This is an optimization exercise on Yosys and OpenROAD, whose aim is small area, not a production implementation.
At most, simulation tests tie the RTL to the original design; equivalence was not proved.
Power and IR drop assume default switching activity.

==> inputs of job 4890 <==
==> flow/design.v <==
module gray_converter(
    input [23:0] rgb_in,
    output [7:0] rgb_out 
);
assign rgb_out = (rgb_in[7:0] >> 4) + (rgb_in[15:8] >> 1) + (rgb_in[23:16] >> 2);
endmodule
module line_buffer #(parameter DEPTH = 100, parameter DATA_WIDTH = 8, parameter RESET = 0) (
    input clk,
    input rst_n,
    input shift_en,
    input [DATA_WIDTH-1:0] data_in,
    output logic [DEPTH*DATA_WIDTH-1:0] taps
);
if (RESET) begin : g_rst
    always_ff @(posedge clk or negedge rst_n) begin
        if (!rst_n)
            taps <= '0;
        else if (shift_en)
            taps <= {taps[(DEPTH-1)*DATA_WIDTH-1:0], data_in};
    end
end else begin : g_norst
    always_ff @(posedge clk) begin
        if (shift_en)
            taps <= {taps[(DEPTH-1)*DATA_WIDTH-1:0], data_in};
    end
end
endmodule
module row_fifo_manager #(parameter WIDTH = 100, parameter DATA_WIDTH = 8) (
    input clk,
    input rst_n,
    input shift_en,
    input [DATA_WIDTH-1:0] data_in,
    output logic [DATA_WIDTH-1:0] p11, p12, p13,
    output logic [DATA_WIDTH-1:0] p21, p22, p23,
    output logic [DATA_WIDTH-1:0] p31, p32, p33
);
localparam N = DATA_WIDTH;
logic [3*N-1:0] row3, row2, row1;
logic [(WIDTH-2)*N-1:0] gap1;
logic [(WIDTH-3)*N-1:0] gap2;
logic [7:0] cnt;
logic [N-1:0] to_row2, to_row1;
always_ff @(posedge clk or negedge rst_n) begin
    if (!rst_n)
        cnt <= '0;
    else if (shift_en && cnt != 8'(2*WIDTH+1))
        cnt <= cnt + 8'd1;
end
assign to_row2 = gap1[(WIDTH-2)*N-1 -: N] & {N{cnt > 8'(WIDTH)}};
assign to_row1 = gap2[(WIDTH-3)*N-1 -: N] & {N{cnt > 8'(2*WIDTH)}};
line_buffer #(.DEPTH(3), .DATA_WIDTH(N), .RESET(1)) lb_r3 (.clk, .rst_n, .shift_en,
    .data_in(data_in), .taps(row3));
line_buffer #(.DEPTH(WIDTH-2), .DATA_WIDTH(N), .RESET(0)) lb_g1 (.clk, .rst_n, .shift_en,
    .data_in(row3[3*N-1 -: N]), .taps(gap1));
line_buffer #(.DEPTH(3), .DATA_WIDTH(N), .RESET(1)) lb_r2 (.clk, .rst_n, .shift_en,
    .data_in(to_row2), .taps(row2));
line_buffer #(.DEPTH(WIDTH-3), .DATA_WIDTH(N), .RESET(0)) lb_g2 (.clk, .rst_n, .shift_en,
    .data_in(row2[3*N-1 -: N]), .taps(gap2));
line_buffer #(.DEPTH(3), .DATA_WIDTH(N), .RESET(1)) lb_r1 (.clk, .rst_n, .shift_en,
    .data_in(to_row1), .taps(row1));
assign {p33, p32, p31} = row3;
assign {p23, p22, p21} = row2;
assign {p13, p12, p11} = row1;
endmodule
module pixel_matrix_3x3;
endmodule
module sobel_kernel #(
    parameter THRESHOLD = 350
)(
    input  logic clk,
    input  logic rst_n,
    input  logic [7:0] p11, p12, p13,
    input  logic [7:0] p21, p22, p23,
    input  logic [7:0] p31, p32, p33,
    output logic edge_out
);
    localparam int T = THRESHOLD / 2;
    logic signed [10:0] d, a, b;
    logic signed [10:0] s12, s13, s21, s23, s11, s31, s32, s33;
    logic e1, e2, e3;
    always_comb begin
        s11 = {3'b0, p11}; s12 = {3'b0, p12}; s13 = {3'b0, p13};
        s21 = {3'b0, p21}; s23 = {3'b0, p23};
        s31 = {3'b0, p31}; s32 = {3'b0, p32}; s33 = {3'b0, p33};
        d = s23 - s21;
        a = d + (s12 + s13) - (s31 + s32);
        b = d + (s32 + s33) - (s11 + s12);
    end
    always_ff @(posedge clk or negedge rst_n) begin
        if (!rst_n) begin
            e1 <= 1'b0; e2 <= 1'b0; e3 <= 1'b0; edge_out <= 1'b0;
        end else begin
            e1 <= (a > T) || (a < -T) || (b > T) || (b < -T);
            e2 <= e1;
            e3 <= e2;
            edge_out <= e3;
        end
    end
endmodule
module image_processor #(parameter WIDTH = 100, parameter DATA_WIDTH = 8) (
    input clk,
    input rst_n,
    input shift_en,
    input [3*DATA_WIDTH-1:0] data_in,
    output logic [3*DATA_WIDTH-1:0] out_pixel
);
logic [DATA_WIDTH-1:0] gray_px;
logic [DATA_WIDTH-1:0] p11, p12, p13, p21, p22, p23, p31, p32, p33;
logic edge_px;
gray_converter gc(.rgb_in(data_in), .rgb_out(gray_px));
row_fifo_manager #(.WIDTH(100), .DATA_WIDTH(8)) rfm (.clk(clk), .rst_n(rst_n), .shift_en(shift_en),
                      .data_in(gray_px),
                      .p11(p11), .p12(p12), .p13(p13),
                      .p21(p21), .p22(p22), .p23(p23),
                      .p31(p31), .p32(p32), .p33(p33));
sobel_kernel #(.THRESHOLD(350)) kernel (
        .clk, .rst_n,
        .p11, .p12, .p13, .p21, .p22, .p23, .p31, .p32, .p33,
        .edge_out(edge_px)
    );
assign out_pixel = {3*DATA_WIDTH{edge_px}};
endmodule
==> flow/flow/run.sh <==
#!/bin/bash
# Own flow: the standard layout (standard.sh, standard synthesis and
# floorplan/power grid unchanged), with the clock tree built from larger
# sink clusters and without dummy loads, and the ports buffered with the
# smallest buffer. Each step's full log stays in orfs/logs/; make's own
# output goes to standard.log.
set -euo pipefail
cd "$(dirname "$0")/.."
export CTS_ARGS="-sink_clustering_enable -repair_clock_nets -sink_clustering_size ${CTS_SIZE:-30} -sink_clustering_max_diameter ${CTS_DIAM:-60} -dont_use_dummy_load"
export BUFFER_PORTS_ARGS="-buffer_cell sky130_fd_sc_hd__buf_1"
bash standard.sh > standard.log 2>&1
==> flow/standard.sh <==
#!/bin/bash
# synth_recipe.tcl (not shown) runs the flow's synth.tcl, then flattens the netlist and writes it again
# the make line also repeats each setting of config.mk as NAME=value (left out here)
make -C /OpenROAD-flow-scripts/flow DESIGN_CONFIG=/design/flow/config.mk WORK_HOME=/design/flow/orfs CLKGATE_MAP_FILE= SYNTH_SCRIPT=/design/flow/synth_recipe.tcl "${@:-finish}"
==> flow/config.mk <==
export PLATFORM = sky130hd
export DESIGN_NAME = image_processor
export DESIGN_NICKNAME = image_processor
export VERILOG_FILES = /design/flow/design.v
export SDC_FILE = /design/flow/constraint.sdc
export NUM_CORES = 4
export LEC_CHECK = 0
export CAP_MARGIN = 20
export CORE_MARGIN = 2
export CORE_UTILIZATION = 65
export PLACE_DENSITY = 0.75
export SLEW_MARGIN = 20
==> flow/constraint.sdc <==
create_clock -name core_clock -period 6.0 [get_ports {clk}]
set_input_delay 1.2000 -clock core_clock [delete_from_list [all_inputs] [get_ports {clk}]]
set_output_delay 1.2000 -clock core_clock [all_outputs]
set_load 0.01 [all_outputs]
==> inputs of job 1194, as changes to job 4890 <==
==> flow/design.v, changed modules only <==
module line_buffer #(parameter DEPTH = 204, parameter DATA_WIDTH = 8) (
    input clk,
    input shift_en,
    input [DATA_WIDTH-1:0] data_in,
    output logic [DEPTH*DATA_WIDTH-1:0] taps
);
always_ff @(posedge clk) begin
    if (shift_en)
        taps <= {taps[(DEPTH-1)*DATA_WIDTH-1:0], data_in};
end
endmodule
module row_fifo_manager #(parameter WIDTH = 100, parameter DATA_WIDTH = 8) (
    input clk,
    input rst_n,
    input shift_en,
    input [DATA_WIDTH-1:0] data_in,
    output logic [DATA_WIDTH-1:0] p11, p12, p13,
    output logic [DATA_WIDTH-1:0] p21, p22, p23,
    output logic [DATA_WIDTH-1:0] p31, p32, p33
);
localparam DEPTH = 2*WIDTH + 4;
logic [DEPTH*DATA_WIDTH-1:0] taps;
logic [7:0] cnt;
line_buffer #(.DEPTH(DEPTH), .DATA_WIDTH(DATA_WIDTH)) lb (.clk(clk), .shift_en(shift_en),
                .data_in(data_in), .taps(taps));
always_ff @(posedge clk or negedge rst_n) begin
    if (!rst_n)
        cnt <= '0;
    else if (shift_en && cnt != DEPTH)
        cnt <= cnt + 8'd1;
end
function automatic [DATA_WIDTH-1:0] tap(input integer k);
    tap = taps[k*DATA_WIDTH +: DATA_WIDTH] & {DATA_WIDTH{cnt > k}};
endfunction
assign p31 = tap(0);
assign p32 = tap(1);
assign p33 = tap(2);
assign p21 = tap(WIDTH+1);
assign p22 = tap(WIDTH+2);
assign p23 = tap(WIDTH+3);
assign p11 = tap(2*WIDTH+1);
assign p12 = tap(2*WIDTH+2);
assign p13 = tap(2*WIDTH+3);
endmodule
module sobel_kernel #(
    parameter THRESHOLD = 350
)(
    input  logic clk,
    input  logic rst_n,
    input  logic [7:0] p11, p12, p13,
    input  logic [7:0] p21, p22, p23,
    input  logic [7:0] p31, p32, p33,
    output logic edge_out
);
    localparam logic [9:0] T = THRESHOLD / 2;
    logic [9:0] a_pos, a_neg, b_pos, b_neg;
    logic e1, e2, e3;
    always_comb begin
        a_pos = p12 + p13 + p23;
        a_neg = p21 + p31 + p32;
        b_pos = p23 + p32 + p33;
        b_neg = p11 + p12 + p21;
    end
    always_ff @(posedge clk or negedge rst_n) begin
        if (!rst_n) begin
            e1 <= 1'b0; e2 <= 1'b0; e3 <= 1'b0; edge_out <= 1'b0;
        end else begin
            e1 <= ({1'b0, a_pos} > a_neg + T) || ({1'b0, a_neg} > a_pos + T) ||
                  ({1'b0, b_pos} > b_neg + T) || ({1'b0, b_neg} > b_pos + T);
            e2 <= e1;
            e3 <= e2;
            edge_out <= e3;
        end
    end
endmodule
==> flow/run.sh (new file) <==
#!/bin/bash
# synth_recipe.tcl (not shown) runs the flow's synth.tcl, then flattens the netlist and writes it again
# the make line also repeats each setting of config.mk as NAME=value (left out here)
make -C /OpenROAD-flow-scripts/flow DESIGN_CONFIG=/design/flow/config.mk WORK_HOME=/design/flow/orfs CLKGATE_MAP_FILE= SYNTH_SCRIPT=/design/flow/synth_recipe.tcl finish
- CAP_MARGIN: 20 -> 0
- CORE_UTILIZATION: 65 -> 40
- CTS_BUF_LIST: default -> sky130_fd_sc_hd__clkbuf_4 sky130_fd_sc_hd__clkbuf_8
- PLACE_DENSITY: 0.75 -> default
- SLEW_MARGIN: 20 -> 0
removed: flow/flow/run.sh
removed: flow/standard.sh
==> run notes <==
quantity                                                               job 4890    job 1194
Power in the clock group                                                5.74 mW     9.14 mW
Synth Area in Compound Gates                                              1.83%       2.95%
Clk pin slew, worst setup/hold paths                                    0.10 ns     0.07 ns
Detailed-route wire length                                             69500 um    80200 um
Status                                                 timing/DRC/antenna clean  timing/DRC/antenna clean
Share of final-layout standard cells stronger than drive strength 1       7.24%       19.6%
Wire length on met1                                                    33100 um    40600 um
Final critical delay including setup and external delays                4.27 ns     5.71 ns
Worst path buffer plus inverter count                                         3           4
FF-to-FF setup slack                                                    1.73 ns     0.29 ns
Syn Inst Count                                                             2218        2430
Number of buffers other than clock buffers in the final layout               63         174
Antenna diodes                                                                0           2
Initial core utilization                                                  65.4%       40.2%
Placed wire-length estimate after detailed placement                   32800 um    40800 um
Via count                                                                 19155       22563
Only the layout flow was run in job 1194; the RTL was not checked for function there.

## port drivers added, routing unchanged
No port has a modelled driver above. Below, the same layouts with a new extraction and two added sets of constraints. Step 1: set_driving_cell puts a clkbuf_16 on clk and a buf_2 on each other input, an assumption about the parent block. Step 2 also shifts input and output timing later by t, the mid clock arrival at the registers, as if the neighbouring blocks saw the same clock. a / b / c = ideal / step 1 / step 2; a / b = the first two.
| run | shift t [ns] | setup WS [ns] | clock arrival spread, ns |
|---|---|---|---|
| job 4890 | 0.681 | 1.730 / 1.730 / 1.730 | 0.103 / 0.103 |
| job 1194 | 0.955 | 0.290 / 0.290 / 0.290 | 0.112 / 0.111 |
After both steps setup and hold are still met in every run listed.
